Background: an optimization exercise with open tools, aiming at small area. Do not read the settings as production practice.
No functional check of the RTL was part of this run.
Power and IR drop assume default switching activity.

**flow/design.v**
```verilog
module report_tx_logic(input rst, input [55:0] frame, input send_frame, input send_nosig, input act, input [5:0] b, input [6:0] s, input [9:0] p, output act_d, output [5:0] b_d, output [6:0] s_d, output [9:0] p_d, output tx, output frame_done, output nosig_done);
  wire new_n111, new_n112, new_n113, new_n114, new_n115, new_n116, new_n117,
    new_n118, new_n119, new_n120, new_n121, new_n122, new_n123, new_n124,
    new_n125, new_n126, new_n127, new_n128, new_n129, new_n130, new_n131,
    new_n132, new_n133, new_n134, new_n135, new_n136, new_n137, new_n138,
    new_n139, new_n140, new_n141, new_n142, new_n144, new_n145, new_n146,
    new_n147, new_n149, new_n150, new_n151, new_n152, new_n154, new_n155,
    new_n156, new_n157, new_n158, new_n159, new_n160, new_n161, new_n162,
    new_n163, new_n164, new_n165, new_n166, new_n167, new_n168, new_n169,
    new_n170, new_n171, new_n172, new_n174, new_n175, new_n176, new_n177,
    new_n179, new_n180, new_n181, new_n182, new_n183, new_n185, new_n186,
    new_n187, new_n189, new_n190, new_n191, new_n192, new_n194, new_n195,
    new_n196, new_n197, new_n199, new_n200, new_n201, new_n202, new_n203,
    new_n204, new_n205, new_n206, new_n207, new_n208, new_n210, new_n211,
    new_n213, new_n214, new_n216, new_n217, new_n219, new_n220, new_n221,
    new_n223, new_n224, new_n225, new_n227, new_n228, new_n229, new_n231,
    new_n232, new_n233, new_n234, new_n235, new_n236, new_n237, new_n238,
    new_n246, new_n248, new_n250, new_n251, new_n252, new_n253, new_n255,
    new_n256, new_n257, new_n258, new_n259, new_n260, new_n261, new_n262,
    new_n263, new_n264, new_n265, new_n266, new_n267, new_n268, new_n269,
    new_n270, new_n271, new_n272, new_n273, new_n274, new_n275, new_n276,
    new_n277, new_n278, new_n279, new_n280, new_n281, new_n282, new_n283,
    new_n284, new_n285, new_n286, new_n287, new_n288, new_n289, new_n290,
    new_n291, new_n292, new_n293, new_n294, new_n295, new_n296, new_n297,
    new_n298, new_n299, new_n300, new_n301, new_n302, new_n303, new_n304,
    new_n305, new_n306, new_n307, new_n308, new_n309, new_n310, new_n311,
    new_n312, new_n313, new_n314, new_n315, new_n316, new_n317, new_n318,
    new_n319, new_n320, new_n321, new_n322, new_n323, new_n324, new_n325,
    new_n326, new_n327, new_n328, new_n329, new_n330, new_n331, new_n332,
    new_n333, new_n334, new_n335, new_n336, new_n337, new_n338, new_n339,
    new_n340, new_n341, new_n342, new_n343, new_n344, new_n345, new_n346,
    new_n347, new_n348, new_n349, new_n350, new_n351, new_n352, new_n353,
    new_n354, new_n355, new_n356, new_n357, new_n358, new_n359, new_n360,
    new_n361, new_n362, new_n363, new_n364, new_n365, new_n366, new_n367,
    new_n368, new_n369, new_n370, new_n371, new_n372, new_n373, new_n374,
    new_n375, new_n376, new_n377, new_n378, new_n379, new_n380, new_n381,
    new_n382, new_n383, new_n384, new_n385, new_n386, new_n387, new_n388,
    new_n389, new_n390, new_n391, new_n392, new_n393, new_n394, new_n395,
    new_n396, new_n397, new_n398, new_n399, new_n400, new_n401, new_n402,
    new_n403, new_n404, new_n405, new_n406, new_n407, new_n408, new_n409,
    new_n410, new_n411, new_n412, new_n413, new_n414, new_n415, new_n416,
    new_n417, new_n418, new_n419, new_n420, new_n421, new_n422, new_n423,
    new_n424, new_n425, new_n426, new_n427, new_n428, new_n429, new_n430,
    new_n431, new_n432, new_n433, new_n434, new_n435, new_n436, new_n437,
    new_n438, new_n439, new_n440, new_n441, new_n442, new_n443, new_n444,
    new_n445, new_n446, new_n447, new_n448, new_n449, new_n450, new_n451,
    new_n452, new_n453, new_n454, new_n455, new_n456, new_n457, new_n458,
    new_n459, new_n460, new_n461, new_n462, new_n463, new_n464, new_n465,
    new_n466, new_n467, new_n468, new_n469, new_n470, new_n471, new_n472,
    new_n473, new_n474, new_n475, new_n476, new_n477, new_n478, new_n479,
    new_n480, new_n481, new_n482, new_n483, new_n484, new_n485, new_n486,
    new_n487, new_n488, new_n489, new_n490;
  assign new_n111 = b[0] & b[2];
  assign new_n112 = b[3] & new_n111;
  assign new_n113 = ~b[0] & ~b[3];
  assign new_n114 = b[5] & ~new_n113;
  assign new_n115 = ~new_n112 & new_n114;
  assign new_n116 = ~b[3] & ~b[4];
  assign new_n117 = b[5] & new_n116;
  assign new_n118 = b[0] & b[1];
  assign new_n119 = ~b[3] & b[4];
  assign new_n120 = new_n118 & new_n119;
  assign new_n121 = b[0] & ~b[1];
  assign new_n122 = b[3] & ~b[5];
  assign new_n123 = new_n121 & new_n122;
  assign new_n124 = ~new_n120 & ~new_n123;
  assign new_n125 = ~new_n117 & new_n124;
  assign new_n126 = ~new_n115 & new_n125;
  assign new_n127 = ~b[1] & b[2];
  assign new_n128 = ~b[0] & new_n116;
  assign new_n129 = b[3] & ~b[4];
  assign new_n130 = b[2] & ~b[5];
  assign new_n131 = new_n129 & new_n130;
  assign new_n132 = ~new_n128 & ~new_n131;
  assign new_n133 = ~new_n127 & ~new_n132;
  assign new_n134 = ~b[0] & b[1];
  assign new_n135 = ~b[2] & new_n134;
  assign new_n136 = ~b[0] & ~b[1];
  assign new_n137 = new_n130 & new_n136;
  assign new_n138 = ~new_n135 & ~new_n137;
  assign new_n139 = b[4] & ~new_n138;
  assign new_n140 = ~new_n133 & ~new_n139;
  assign new_n141 = new_n126 & new_n140;
  assign new_n142 = act & new_n128;
  assign nosig_done = new_n141 & new_n142;
  assign new_n144 = b[2] & b[5];
  assign new_n145 = new_n129 & new_n144;
  assign new_n146 = act & p[0];
  assign new_n147 = new_n118 & new_n146;
  assign frame_done = new_n145 & new_n147;
  assign new_n149 = ~send_frame & ~act;
  assign new_n150 = ~send_nosig & new_n149;
  assign new_n151 = ~rst & ~new_n150;
  assign new_n152 = ~frame_done & new_n151;
  assign act_d = ~nosig_done & new_n152;
  assign new_n154 = ~s[4] & ~s[5];
  assign new_n155 = ~s[6] & new_n154;
  assign new_n156 = ~p[4] & p[5];
  assign new_n157 = ~p[7] & p[8];
  assign new_n158 = new_n156 & new_n157;
  assign new_n159 = p[6] & ~p[9];
  assign new_n160 = ~p[0] & p[1];
  assign new_n161 = p[2] & ~p[3];
  assign new_n162 = new_n160 & new_n161;
  assign new_n163 = new_n159 & new_n162;
  assign new_n164 = new_n158 & new_n163;
  assign new_n165 = s[0] & new_n164;
  assign new_n166 = s[1] & new_n165;
  assign new_n167 = s[2] & new_n166;
  assign new_n168 = s[3] & new_n167;
  assign new_n169 = new_n155 & new_n168;
  assign new_n170 = ~b[0] & ~new_n169;
  assign new_n171 = b[0] & new_n169;
  assign new_n172 = act & ~new_n171;
  assign b_d[0] = ~new_n170 & new_n172;
  assign new_n174 = ~b[1] & ~new_n171;
  assign new_n175 = new_n118 & new_n169;
  assign new_n176 = ~new_n174 & ~new_n175;
  assign new_n177 = act & ~new_n176;
  assign b_d[1] = ~new_n149 & ~new_n177;
  assign new_n179 = ~b[2] & ~new_n175;
  assign new_n180 = b[2] & new_n118;
  assign new_n181 = new_n169 & new_n180;
  assign new_n182 = ~new_n179 & ~new_n181;
  assign new_n183 = act & ~new_n182;
  assign b_d[2] = ~new_n149 & ~new_n183;
  assign new_n185 = ~b[3] & ~new_n181;
  assign new_n186 = b[3] & new_n181;
  assign new_n187 = act & ~new_n186;
  assign b_d[3] = ~new_n185 & new_n187;
  assign new_n189 = ~b[4] & ~new_n186;
  assign new_n190 = b[4] & new_n186;
  assign new_n191 = act & ~new_n190;
  assign new_n192 = ~new_n189 & new_n191;
  assign b_d[4] = new_n149 | new_n192;
  assign new_n194 = ~b[5] & ~new_n190;
  assign new_n195 = b[5] & new_n190;
  assign new_n196 = act & ~new_n195;
  assign new_n197 = ~new_n194 & new_n196;
  assign b_d[5] = new_n149 | new_n197;
  assign new_n199 = s[4] & ~s[5];
  assign new_n200 = s[6] & new_n199;
  assign new_n201 = ~s[2] & s[3];
  assign new_n202 = ~s[0] & s[1];
  assign new_n203 = new_n201 & new_n202;
  assign new_n204 = new_n200 & new_n203;
  assign new_n205 = new_n164 & new_n204;
  assign new_n206 = act & ~new_n205;
  assign new_n207 = ~s[0] & ~new_n164;
  assign new_n208 = ~new_n165 & ~new_n207;
  assign s_d[0] = new_n206 & new_n208;
  assign new_n210 = ~s[1] & ~new_n165;
  assign new_n211 = ~new_n166 & ~new_n210;
  assign s_d[1] = ~act | new_n211;
  assign new_n213 = ~s[2] & ~new_n166;
  assign new_n214 = ~new_n167 & ~new_n213;
  assign s_d[2] = ~new_n206 | new_n214;
  assign new_n216 = ~s[3] & ~new_n167;
  assign new_n217 = ~new_n168 & new_n206;
  assign s_d[3] = ~new_n216 & new_n217;
  assign new_n219 = ~s[4] & ~new_n168;
  assign new_n220 = s[4] & new_n168;
  assign new_n221 = new_n206 & ~new_n220;
  assign s_d[4] = ~new_n219 & new_n221;
  assign new_n223 = ~s[5] & ~new_n220;
  assign new_n224 = s[5] & new_n220;
  assign new_n225 = act & ~new_n224;
  assign s_d[5] = ~new_n223 & new_n225;
  assign new_n227 = s[6] & new_n224;
  assign new_n228 = ~s[6] & ~new_n224;
  assign new_n229 = new_n206 & ~new_n228;
  assign s_d[6] = ~new_n227 & new_n229;
  assign new_n231 = act & ~new_n164;
  assign new_n232 = new_n155 & new_n202;
  assign new_n233 = s[2] & ~s[3];
  assign new_n234 = new_n232 & new_n233;
  assign new_n235 = act & ~new_n234;
  assign new_n236 = ~new_n231 & ~new_n235;
  assign new_n237 = ~p[6] & p[9];
  assign new_n238 = ~new_n159 & ~new_n237;
  assign p_d[0] = new_n236 | new_n238;
  assign p_d[1] = ~act | p[0];
  assign p_d[2] = p[1] & new_n231;
  assign p_d[3] = p[2] & new_n231;
  assign p_d[4] = ~act | p[3];
  assign p_d[5] = p[4] | ~new_n206;
  assign p_d[6] = p[5] & new_n231;
  assign new_n246 = p[6] & ~new_n164;
  assign p_d[7] = ~new_n206 | new_n246;
  assign new_n248 = ~p[7] & ~new_n205;
  assign p_d[8] = act & ~new_n248;
  assign new_n250 = s[2] & s[3];
  assign new_n251 = new_n232 & new_n250;
  assign new_n252 = new_n164 & ~new_n251;
  assign new_n253 = p[8] & ~new_n252;
  assign p_d[9] = ~new_n206 | new_n253;
  assign new_n255 = ~b[5] & new_n116;
  assign new_n256 = ~new_n145 & ~new_n255;
  assign new_n257 = ~new_n130 & ~new_n256;
  assign new_n258 = ~new_n136 & new_n257;
  assign new_n259 = ~b[1] & ~b[2];
  assign new_n260 = b[5] & new_n259;
  assign new_n261 = new_n126 & new_n260;
  assign new_n262 = ~s[1] & ~new_n261;
  assign new_n263 = b[1] & b[2];
  assign new_n264 = ~frame[13] & new_n263;
  assign new_n265 = ~b[0] & ~new_n264;
  assign new_n266 = ~frame[29] & new_n127;
  assign new_n267 = b[1] & ~b[2];
  assign new_n268 = ~frame[37] & new_n267;
  assign new_n269 = ~frame[53] & new_n259;
  assign new_n270 = ~new_n268 & ~new_n269;
  assign new_n271 = ~new_n266 & new_n270;
  assign new_n272 = new_n265 & new_n271;
  assign new_n273 = ~frame[21] & new_n127;
  assign new_n274 = b[0] & ~new_n273;
  assign new_n275 = ~frame[5] & new_n263;
  assign new_n276 = ~frame[45] & new_n259;
  assign new_n277 = ~new_n275 & ~new_n276;
  assign new_n278 = new_n274 & new_n277;
  assign new_n279 = new_n117 & ~new_n278;
  assign new_n280 = ~new_n272 & new_n279;
  assign new_n281 = b[2] & ~new_n118;
  assign new_n282 = new_n255 & new_n281;
  assign new_n283 = ~new_n280 & ~new_n282;
  assign new_n284 = new_n262 & new_n283;
  assign new_n285 = ~b[1] & b[4];
  assign new_n286 = new_n281 & ~new_n285;
  assign new_n287 = new_n141 & new_n286;
  assign new_n288 = ~frame[30] & new_n136;
  assign new_n289 = b[2] & ~new_n288;
  assign new_n290 = ~frame[22] & new_n121;
  assign new_n291 = ~frame[6] & new_n118;
  assign new_n292 = ~frame[14] & new_n134;
  assign new_n293 = ~new_n291 & ~new_n292;
  assign new_n294 = ~new_n290 & new_n293;
  assign new_n295 = new_n289 & new_n294;
  assign new_n296 = frame[54] & new_n136;
  assign new_n297 = frame[38] & new_n134;
  assign new_n298 = frame[46] & new_n121;
  assign new_n299 = ~new_n297 & ~new_n298;
  assign new_n300 = ~new_n296 & new_n299;
  assign new_n301 = ~b[2] & ~new_n300;
  assign new_n302 = new_n117 & ~new_n301;
  assign new_n303 = ~new_n295 & new_n302;
  assign new_n304 = b[3] & b[4];
  assign new_n305 = new_n118 & new_n304;
  assign new_n306 = ~b[5] & new_n305;
  assign new_n307 = ~s[0] & ~new_n306;
  assign new_n308 = ~new_n303 & new_n307;
  assign new_n309 = ~new_n287 & new_n308;
  assign new_n310 = ~new_n284 & ~new_n309;
  assign new_n311 = ~new_n258 & ~new_n310;
  assign new_n312 = ~s[0] & ~s[1];
  assign new_n313 = frame[15] & new_n134;
  assign new_n314 = b[2] & ~new_n313;
  assign new_n315 = frame[31] & new_n136;
  assign new_n316 = frame[23] & new_n121;
  assign new_n317 = frame[7] & new_n118;
  assign new_n318 = ~new_n316 & ~new_n317;
  assign new_n319 = ~new_n315 & new_n318;
  assign new_n320 = new_n314 & new_n319;
  assign new_n321 = frame[55] & new_n136;
  assign new_n322 = ~b[2] & ~new_n321;
  assign new_n323 = frame[39] & new_n134;
  assign new_n324 = frame[47] & new_n121;
  assign new_n325 = ~new_n323 & ~new_n324;
  assign new_n326 = new_n322 & new_n325;
  assign new_n327 = s[0] & s[1];
  assign new_n328 = new_n117 & new_n327;
  assign new_n329 = ~new_n326 & new_n328;
  assign new_n330 = ~new_n320 & new_n329;
  assign new_n331 = ~new_n312 & ~new_n330;
  assign new_n332 = ~new_n311 & new_n331;
  assign new_n333 = b[2] & new_n134;
  assign new_n334 = frame[12] & new_n333;
  assign new_n335 = b[0] & new_n259;
  assign new_n336 = frame[44] & new_n335;
  assign new_n337 = ~new_n334 & ~new_n336;
  assign new_n338 = frame[36] & new_n135;
  assign new_n339 = frame[4] & new_n180;
  assign new_n340 = ~new_n338 & ~new_n339;
  assign new_n341 = b[2] & new_n121;
  assign new_n342 = frame[20] & new_n341;
  assign new_n343 = ~b[0] & new_n127;
  assign new_n344 = frame[28] & new_n343;
  assign new_n345 = ~new_n342 & ~new_n344;
  assign new_n346 = new_n340 & new_n345;
  assign new_n347 = new_n337 & new_n346;
  assign new_n348 = new_n117 & ~new_n347;
  assign new_n349 = ~b[1] & b[3];
  assign new_n350 = ~b[0] & ~new_n285;
  assign new_n351 = ~new_n349 & ~new_n350;
  assign new_n352 = ~new_n119 & ~new_n129;
  assign new_n353 = b[1] & new_n352;
  assign new_n354 = ~new_n351 & ~new_n353;
  assign new_n355 = ~b[5] & ~new_n354;
  assign new_n356 = ~frame[52] & ~b[4];
  assign new_n357 = ~b[1] & new_n113;
  assign new_n358 = ~new_n356 & new_n357;
  assign new_n359 = b[5] & ~new_n305;
  assign new_n360 = ~new_n358 & new_n359;
  assign new_n361 = ~b[2] & ~new_n360;
  assign new_n362 = ~new_n355 & new_n361;
  assign new_n363 = new_n304 & new_n333;
  assign new_n364 = new_n312 & ~new_n363;
  assign new_n365 = new_n119 & new_n137;
  assign new_n366 = new_n129 & ~new_n144;
  assign new_n367 = new_n121 & new_n366;
  assign new_n368 = ~new_n365 & ~new_n367;
  assign new_n369 = new_n364 & new_n368;
  assign new_n370 = ~new_n362 & new_n369;
  assign new_n371 = ~new_n348 & new_n370;
  assign new_n372 = new_n250 & ~new_n371;
  assign new_n373 = ~new_n332 & new_n372;
  assign new_n374 = frame[17] & new_n121;
  assign new_n375 = b[2] & ~new_n374;
  assign new_n376 = frame[9] & new_n134;
  assign new_n377 = frame[25] & new_n136;
  assign new_n378 = frame[1] & new_n118;
  assign new_n379 = ~new_n377 & ~new_n378;
  assign new_n380 = ~new_n376 & new_n379;
  assign new_n381 = new_n375 & new_n380;
  assign new_n382 = ~frame[33] & new_n135;
  assign new_n383 = new_n117 & ~new_n382;
  assign new_n384 = ~b[0] & new_n259;
  assign new_n385 = ~frame[49] & new_n384;
  assign new_n386 = ~frame[41] & new_n335;
  assign new_n387 = ~new_n385 & ~new_n386;
  assign new_n388 = new_n383 & new_n387;
  assign new_n389 = ~new_n381 & new_n388;
  assign new_n390 = ~b[1] & new_n112;
  assign new_n391 = ~new_n120 & ~new_n390;
  assign new_n392 = b[5] & ~new_n391;
  assign new_n393 = b[3] & new_n384;
  assign new_n394 = ~b[5] & new_n393;
  assign new_n395 = ~new_n134 & ~new_n263;
  assign new_n396 = ~b[5] & ~new_n395;
  assign new_n397 = ~new_n260 & ~new_n396;
  assign new_n398 = new_n129 & ~new_n397;
  assign new_n399 = ~new_n394 & ~new_n398;
  assign new_n400 = ~new_n392 & new_n399;
  assign new_n401 = ~new_n389 & new_n400;
  assign new_n402 = new_n262 & new_n401;
  assign new_n403 = new_n134 & ~new_n256;
  assign new_n404 = ~frame[35] & new_n135;
  assign new_n405 = new_n117 & ~new_n404;
  assign new_n406 = ~frame[11] & new_n333;
  assign new_n407 = ~frame[3] & new_n180;
  assign new_n408 = ~new_n406 & ~new_n407;
  assign new_n409 = new_n405 & new_n408;
  assign new_n410 = ~new_n403 & ~new_n409;
  assign new_n411 = ~frame[27] & new_n343;
  assign new_n412 = ~frame[43] & new_n335;
  assign new_n413 = ~new_n411 & ~new_n412;
  assign new_n414 = ~frame[51] & new_n384;
  assign new_n415 = ~frame[19] & new_n341;
  assign new_n416 = ~new_n414 & ~new_n415;
  assign new_n417 = new_n413 & new_n416;
  assign new_n418 = ~new_n410 & new_n417;
  assign new_n419 = ~b[0] & b[2];
  assign new_n420 = new_n119 & ~new_n419;
  assign new_n421 = new_n397 & new_n420;
  assign new_n422 = s[1] & ~new_n421;
  assign new_n423 = ~new_n418 & new_n422;
  assign new_n424 = ~new_n402 & ~new_n423;
  assign new_n425 = new_n121 & new_n257;
  assign new_n426 = new_n122 & new_n333;
  assign new_n427 = s[0] & ~new_n426;
  assign new_n428 = ~new_n425 & new_n427;
  assign new_n429 = ~new_n424 & new_n428;
  assign new_n430 = ~frame[0] & new_n118;
  assign new_n431 = new_n116 & ~new_n430;
  assign new_n432 = ~frame[24] & new_n136;
  assign new_n433 = ~frame[16] & new_n121;
  assign new_n434 = ~frame[8] & new_n134;
  assign new_n435 = ~new_n433 & ~new_n434;
  assign new_n436 = ~new_n432 & new_n435;
  assign new_n437 = new_n431 & new_n436;
  assign new_n438 = ~new_n305 & ~new_n437;
  assign new_n439 = b[2] & ~new_n438;
  assign new_n440 = frame[48] & new_n259;
  assign new_n441 = frame[32] & new_n267;
  assign new_n442 = ~new_n129 & ~new_n285;
  assign new_n443 = ~new_n441 & new_n442;
  assign new_n444 = ~new_n440 & new_n443;
  assign new_n445 = ~b[0] & ~new_n444;
  assign new_n446 = frame[40] & new_n335;
  assign new_n447 = new_n443 & new_n446;
  assign new_n448 = ~new_n445 & ~new_n447;
  assign new_n449 = ~new_n439 & new_n448;
  assign new_n450 = b[5] & ~new_n449;
  assign new_n451 = ~new_n135 & ~new_n390;
  assign new_n452 = b[4] & ~new_n451;
  assign new_n453 = new_n116 & new_n396;
  assign new_n454 = new_n312 & ~new_n393;
  assign new_n455 = ~new_n453 & new_n454;
  assign new_n456 = ~new_n335 & ~new_n343;
  assign new_n457 = new_n119 & ~new_n456;
  assign new_n458 = ~new_n122 & ~new_n130;
  assign new_n459 = b[0] & ~new_n352;
  assign new_n460 = ~new_n458 & new_n459;
  assign new_n461 = ~new_n457 & ~new_n460;
  assign new_n462 = new_n455 & new_n461;
  assign new_n463 = ~new_n452 & new_n462;
  assign new_n464 = ~new_n450 & new_n463;
  assign new_n465 = frame[50] & new_n259;
  assign new_n466 = new_n113 & ~new_n465;
  assign new_n467 = frame[26] & new_n127;
  assign new_n468 = frame[10] & new_n263;
  assign new_n469 = frame[34] & new_n267;
  assign new_n470 = ~new_n468 & ~new_n469;
  assign new_n471 = ~new_n467 & new_n470;
  assign new_n472 = new_n466 & new_n471;
  assign new_n473 = ~new_n121 & ~new_n135;
  assign new_n474 = b[3] & ~new_n473;
  assign new_n475 = ~frame[42] & new_n335;
  assign new_n476 = ~frame[18] & new_n341;
  assign new_n477 = ~frame[2] & new_n180;
  assign new_n478 = ~new_n476 & ~new_n477;
  assign new_n479 = ~new_n475 & new_n478;
  assign new_n480 = ~new_n474 & new_n479;
  assign new_n481 = ~new_n472 & new_n480;
  assign new_n482 = ~b[4] & b[5];
  assign new_n483 = ~new_n481 & new_n482;
  assign new_n484 = ~new_n141 & ~new_n483;
  assign new_n485 = new_n202 & ~new_n484;
  assign new_n486 = new_n201 & ~new_n485;
  assign new_n487 = ~new_n464 & new_n486;
  assign new_n488 = ~new_n429 & new_n487;
  assign new_n489 = new_n155 & new_n235;
  assign new_n490 = ~new_n488 & new_n489;
  assign tx = new_n373 | ~new_n490;
endmodule
module report_tx(
	input clk,
	input rst,
	input [55:0] frame,
	input send_frame,
	input send_nosig,
	output tx,
	output frame_done,
	output nosig_done
    );
	reg act;
	reg [5:0] b;
	reg [6:0] s;
	reg [9:0] p;
	wire act_d;
	wire [5:0] b_d;
	wire [6:0] s_d;
	wire [9:0] p_d;
	report_tx_logic L(.rst(rst), .frame(frame), .send_frame(send_frame),
		.send_nosig(send_nosig), .act(act), .b(b), .s(s), .p(p),
		.act_d(act_d), .b_d(b_d), .s_d(s_d), .p_d(p_d),
		.tx(tx), .frame_done(frame_done), .nosig_done(nosig_done));
	always @(posedge clk) begin
		act <= act_d;
		b <= b_d;
		s <= s_d;
		p <= p_d;
	end
endmodule
```
**flow/flow/run.sh**
```bash
#!/bin/bash
# Layout flow: the standard flow (standard.sh) with these changes:
#  - synthesis is run once per ABC mapping script in flow/abc_*.script
#    (area-oriented scripts; adders are left to ABC: no ADDER_MAP_FILE),
#    and the run with the smallest cell area is kept.  Only the mapping of
#    the combinational logic differs between runs; the registers are the
#    standard synthesis's.
#  - port buffers are the smallest buffer cell (buf_1)
# Each run's full output goes to a log file in this folder.
set -euo pipefail
W=$PWD
rm -rf "$W/scripts"
cp -r "$FLOW_HOME/scripts" "$W/scripts"
best=""
bestarea=""
for sc in "$W"/flow/abc_*.script; do
  n=$(basename "$sc" .script)
  cp "$sc" "$W/scripts/abc_speed.script"
  cp "$sc" "$W/scripts/abc_area.script"
  rm -rf "$W/orfs"
  if bash standard.sh synth SCRIPTS_DIR="$W/scripts" ADDER_MAP_FILE= > "$W/synth_$n.log" 2>&1; then
    a=$(grep -h "Chip area for module" "$W"/orfs/reports/*/*/*/synth_stat.txt | awk '{print $NF}')
    echo "$n $a" >> "$W/synth_areas.log"
    if [[ -z "$best" ]] || awk -v a="$a" -v b="$bestarea" 'BEGIN{exit !(a<b)}'; then
      best=$n; bestarea=$a
    fi
    rm -rf "$W/orfs_$n"; mv "$W/orfs" "$W/orfs_$n"
  fi
done
echo "best $best $bestarea" >> "$W/synth_areas.log"
rm -rf "$W/orfs"
mv "$W/orfs_$best" "$W/orfs"
cp "$W/flow/$best.script" "$W/scripts/abc_speed.script"
cp "$W/flow/$best.script" "$W/scripts/abc_area.script"
for d in "$W"/orfs_abc_*; do rm -rf "$d"; done
bash standard.sh finish SCRIPTS_DIR="$W/scripts" ADDER_MAP_FILE= \
  BUFFER_PORTS_ARGS="-buffer_cell sky130_fd_sc_hd__buf_1" > "$W/layout.log" 2>&1
```
**flow/flow/abc_1.script**
```
strash
dch -f
map -a
topo
```
**flow/flow/abc_2.script**
```
strash
&get -n
&dch -f
&nf -a -R 1000 -p -C 32
&put
topo
```
**flow/flow/abc_3.script**
```
strash
dc2
&get -n
&dch -f
&nf -a -R 1000 -p
&put
topo
```
**flow/flow/abc_4.script**
```
strash
balance -l
resub -K 6 -l
rewrite -l
resub -K 6 -N 2 -l
refactor -l
resub -K 8 -l
balance -l
resub -K 8 -N 2 -l
rewrite -l
resub -K 10 -l
rewrite -z -l
resub -K 10 -N 2 -l
balance -l
resub -K 12 -l
refactor -z -l
resub -K 12 -N 2 -l
rewrite -z -l
balance -l
dch -f
map -a
topo
```
**flow/flow/abc_5.script**
```
strash
balance -l
resub -K 6 -l
rewrite -l
resub -K 6 -N 2 -l
refactor -l
resub -K 8 -l
balance -l
resub -K 8 -N 2 -l
rewrite -l
resub -K 10 -l
rewrite -z -l
resub -K 10 -N 2 -l
balance -l
resub -K 12 -l
refactor -z -l
resub -K 12 -N 2 -l
rewrite -z -l
balance -l
balance -l
resub -K 6 -l
rewrite -l
resub -K 6 -N 2 -l
refactor -l
resub -K 8 -l
balance -l
resub -K 8 -N 2 -l
rewrite -l
resub -K 10 -l
rewrite -z -l
resub -K 10 -N 2 -l
balance -l
resub -K 12 -l
refactor -z -l
resub -K 12 -N 2 -l
rewrite -z -l
balance -l
dch -f
map -a
topo
```
**flow/flow/abc_6.script**
```
strash
dch -f
amap -m
topo
```
**flow/standard.sh**
```bash
#!/bin/bash
# synth_recipe.tcl (not shown) runs the flow's synth.tcl, then flattens the netlist and writes it again
# the make line also repeats each setting of config.mk as NAME=value (left out here)
make -C /OpenROAD-flow-scripts/flow DESIGN_CONFIG=/design/flow/config.mk WORK_HOME=/design/flow/orfs CLKGATE_MAP_FILE= SYNTH_SCRIPT=/design/flow/synth_recipe.tcl "${@:-finish}"
```
**flow/config.mk**
```make
export PLATFORM = sky130hd
export DESIGN_NAME = report_tx
export DESIGN_NICKNAME = report_tx
export VERILOG_FILES = /design/flow/design.v
export SDC_FILE = /design/flow/constraint.sdc
export NUM_CORES = 8
export LEC_CHECK = 0
export CAP_MARGIN = 20
export CORE_MARGIN = 2
export CORE_UTILIZATION = 40
export SLEW_MARGIN = 20
```
**flow/constraint.sdc**
```tcl
create_clock -name core_clock -period 10.0 [get_ports {clk}]
set_input_delay 2.0000 -clock core_clock [delete_from_list [all_inputs] [get_ports {clk}]]
set_output_delay 2.0000 -clock core_clock [all_outputs]
set_load 0.01 [all_outputs]
```
==> summary.txt <==
Die
  • Die Y: 69.58 um
  • Core region area: 0.004058 mm2
  • Row cnt: 23
  • Die Area: just under 0.005 mm2
  • Boundary Pins: 63
  • Die W: about 70 um
  • Initial Util: 42.40%

Route
  • Vias per cell: roughly 6.1
  • DR WL/cell: 15.86 um
  • 1st-pass router iterations: 5
  • Via Count: around 2200
  • WL final: 5837 um
  • DRT iter0 DRCs: roughly 150
  • ANT nets after route: 0
  • DRC: 0

Synthesis
  • Count of cell types in the netlist: 39
  • Syn nets: 310
  • Cell Area, Synth: roughly 0.0017 mm2
  • Synthesized area per cell: slightly below 7 um2
  • Register bit count reported by yosys: 24
  • Cell count after synthesis: 250
  • Synth Area in Adders: 0%
  • Compound-Gate Fraction of Synth Area: 32.95%
  • Multiplexer share of the synthesized area: 0%
  • Main combinational cell family by area after synthesis: simple AND/OR/NAND/NOR gates
  • Synth warnings: 1
  • Sequential fraction of the synthesis area: ~28%
  • XOR/XNOR Fraction of Synth Area: ~1.5%
  • Post-synthesis simple-gate area fraction: 36.51%

Cells and area
  • Final Instance Count excl. Fillers: 368
  • Layout area overhead: 21.24%
  • Diodes inserted: 0
  • Fillcell total: about 460
  • Share of cells above drive strength 1: under 10%
  • Cell area after layout: 0.002086 mm2
  • Fin nets: approximately 380

STA
  • Slew headroom: approximately 43%
  • Fin. max-slew vios: 0
  • RSZ-0062 raised after global routing: no
  • Final Setup Violations: 0
  • Hold Fails Final Rpt: 0
  • Slew @ Worst Pin: ~0.85 ns
  • Post-Route Setup TNS: 0 ns
  • FMAX: 185.5 MHz
  • Post-route minimum period: roughly 5.4 ns
  • Final Cycle Share: a little over half
  • Setup ws final: approximately 4.6 ns
  • Clock skew: around 0.0038 ns

Clock tree
  • Sink Count: 24
  • Hold-fix buffers at CTS: 0
  • Clk Latency, worst-skew pair: about 0.27 ns
  • Post-CTS sizing: 0
  • CTS tree: yes
  • Cts bufs inserted: 3
  • Clock transition at path regs: around 0.090 ns
  • Bufs on Longest Clock Path: 2
  • H-tree Lvls: 1
  • Postcts setup bufs: 0
  • Root Driver: clkbuf_8

Power and ir drop
  • VDD IR-drop max: ~0.072 mV
  • PwrDens: 125.1 mW/mm2
  • Switching share of power: about a third
  • Power share of the clock group: roughly a quarter
  • Reg power frac: roughly 45%
  • Leakage Power: ~0.68 nW
  • Internal power: 0.1694 mW
  • Net Switching: ~0.092 mW
  • Part of the power in combinational logic: 29.8%

Global routing
  • Vias in the first global route: between 2000 and 2500
  • GRT Util Overall: approximately a quarter
  • Gr ovfl total: 0
  • First-pass GRT wire length: ~10000 um
  • Initial antenna violation count: 0
  • Largest net degree at the start of global routing: 30

Flow run
  • Number of max-cap violations: 0

Critical path
  • Crit path kind: in2out
  • Crit path cell chain: buf_1 -> o22ai_1 -> nor3_1 -> nor3_1 -> nor4_1 -> o22ai_1 -> a211o_1 -> nand3_1 -> buf_1
  • CP delay by family, top: simple AND/OR/NAND/NOR gates
  • Max incr delay on CP: roughly 0.29 ns
  • Buf/Inv on CP: 2
  • Worst EP arrival: roughly 3.4 ns
  • Setup crit start kind: input port
  • CP max stage cell: a211o_1
  • Required time of the critical path: 8.00 ns
  • Worst setup EP type: output pin
  • CP Max Fanout: 1

Placement
  • Dpl ws: about 4.6 ns
  • Routability cong.: around 0.95
  • Dpl hpwl: between 4000 and 5000 um
  • # port buffers: between 60 and 70
  • Area post-placement: 0.002031 mm2
  • Placed cells: about 360

Run status
  • Status: timing/DRC/antenna clean

Worst hold path
  • Hold Path Class: reg2reg
==> final cells by class <==
| cell class | instances | area, um2 | area share [%] |
|---|---|---|---|
| multi-input combinational | 221 | 1221 | 58.55 |
| clock buffer | 4 | 55.05 | 2.639 |
| timing repair buffer | 64 | 247.7 | 11.88 |
| sequential | 24 | 480.5 | 23.04 |
| inverter | 5 | 18.77 | 0.8998 |
| tap | 50 | 62.56 | 2.999 |
==> registers in the layout, summed over array words and instances (netlist names) <==
signal / flops
act: 1
b: 6
p: 10
s: 7
==> per-stage QoR <==
step,power [mW],utilization [%],hold slack (ns)
final,0.2609,51.40,0.4434
after detailed placement,0.1947,50.05,0.4267
after global placement,0.1951,50.05,0.4337
after CTS,0.2598,51.40,0.4476
after floorplan,0.1656,-,0.4120
after global routing,0.2772,51.40,0.4723
==> worst paths after layout <==
check | from | end | slack [ns] | cells past startpoint
min reg2reg | p[3] | p[4] | 0.44 | 1
max | frame[6] | tx | 4.61 | 9
max reg2reg | p[0] | b[5] | 6.87 | 9
min | p[3] | p[4] | 0.44 | 1
==> power groups by stage <==
stage	logic [mW]	registers [mW]	clock network (mW)
floorplan	0.0483	0.117	0
global placement	0.0761	0.119	0
detailed placement	0.0757	0.119	0
CTS	0.0761	0.117	0.0670
global route	0.0870	0.119	0.0712
finish	0.0778	0.117	0.0661
==> layer usage <==
layer	share of wire [%]	vias to the layer above	GRT usage [%]
li1	-	1109	-
met1	48	1017	35.09
met2	44	111	39.21
met3	7.3	11	4.360
met4	0.87	0	4.575
met5	0	-	0
==> cells by family after synthesis <==
group                     count (synthesis)
buffers and inverters                     5
DFF                                      24
AOI/OAI and AO/OA                        89
xor gates and xnor gates                  3
and+or+nand+nor                         129
==> cell usage after synthesis, drive strengths merged <==
cell type | n | area share [%]
a211o | 1 | 0.51
a211oi | 3 | 1.3
a21o | 1 | 0.44
a21oi | 24 | 7.0
a222oi | 3 | 1.7
a22oi | 3 | 1.3
a311oi | 2 | 1.0
a31oi | 9 | 3.3
a32oi | 2 | 1.0
and2 | 1 | 0.36
and3 | 6 | 2.2
clkinv | 5 | 1.1
dfxtp | 24 | 28
nand2 | 30 | 6.5
nand2b | 11 | 4.0
nand3 | 14 | 4.1
nand4 | 3 | 1.1
nand4b | 2 | 1.0
nor2 | 30 | 6.5
nor2b | 6 | 2.2
nor3 | 17 | 4.9
nor3b | 1 | 0.44
nor4 | 5 | 1.8
nor4b | 1 | 0.51
o211a | 1 | 0.58
o211ai | 3 | 1.3
o21a | 1 | 0.44
o21ai | 17 | 4.9
o21bai | 1 | 0.44
o221ai | 1 | 0.51
o22ai | 10 | 3.6
o311ai | 2 | 1.0
o31ai | 2 | 0.87
o32a | 1 | 0.58
o32ai | 2 | 1.0
or2 | 1 | 0.36
or4 | 1 | 0.44
xnor2 | 1 | 0.51
xor2 | 2 | 1.0
==> cell usage in the layout (no fill, tap or decap), drive strengths merged, types with 3 or more instances in the layout <==
cell | Yosys | layout
buf | 0 | 64
nand2 | 30 | 30
nor2 | 30 | 30
a21oi | 24 | 24
dfxtp | 24 | 24
nor3 | 17 | 17
o21ai | 17 | 17
nand3 | 14 | 14
nand2b | 11 | 11
o22ai | 10 | 10
a31oi | 9 | 9
nor2b | 6 | 6
and3 | 6 | 6
clkinv | 5 | 5
nor4 | 5 | 5
clkbuf | 0 | 4
nand4 | 3 | 3
a211oi | 3 | 3
o211ai | 3 | 3
a222oi | 3 | 3
a22oi | 3 | 3

## separate check: timing with driven ports
Ports are ideal in the flow. The routed layout listed here was re-timed in OpenROAD. Step 1 sets driving cells, clkbuf_16 on the clock port and buf_2 on the other inputs (assumed; they add their load-dependent delay and slew). Step 2 times the ports against the registers' clock, not the clock port: input delays grow and output delays shrink by t, the midpoint of the rising clock arrivals with the driver on. Slacks: ideal / step 1 / step 2; pairs: ideal / step 1.
t, ns: 0.289
slack for setup (ns): 4.609 / 4.581 / 4.581
worst setup path after step 2: input to output
slew at the worst register clock pin (ns): 0.09 / 0.09
After both steps this run still meets setup and hold. For this run, drivers alone change the setup slack by -0.028 ns; drivers and shift together by -0.028 ns.
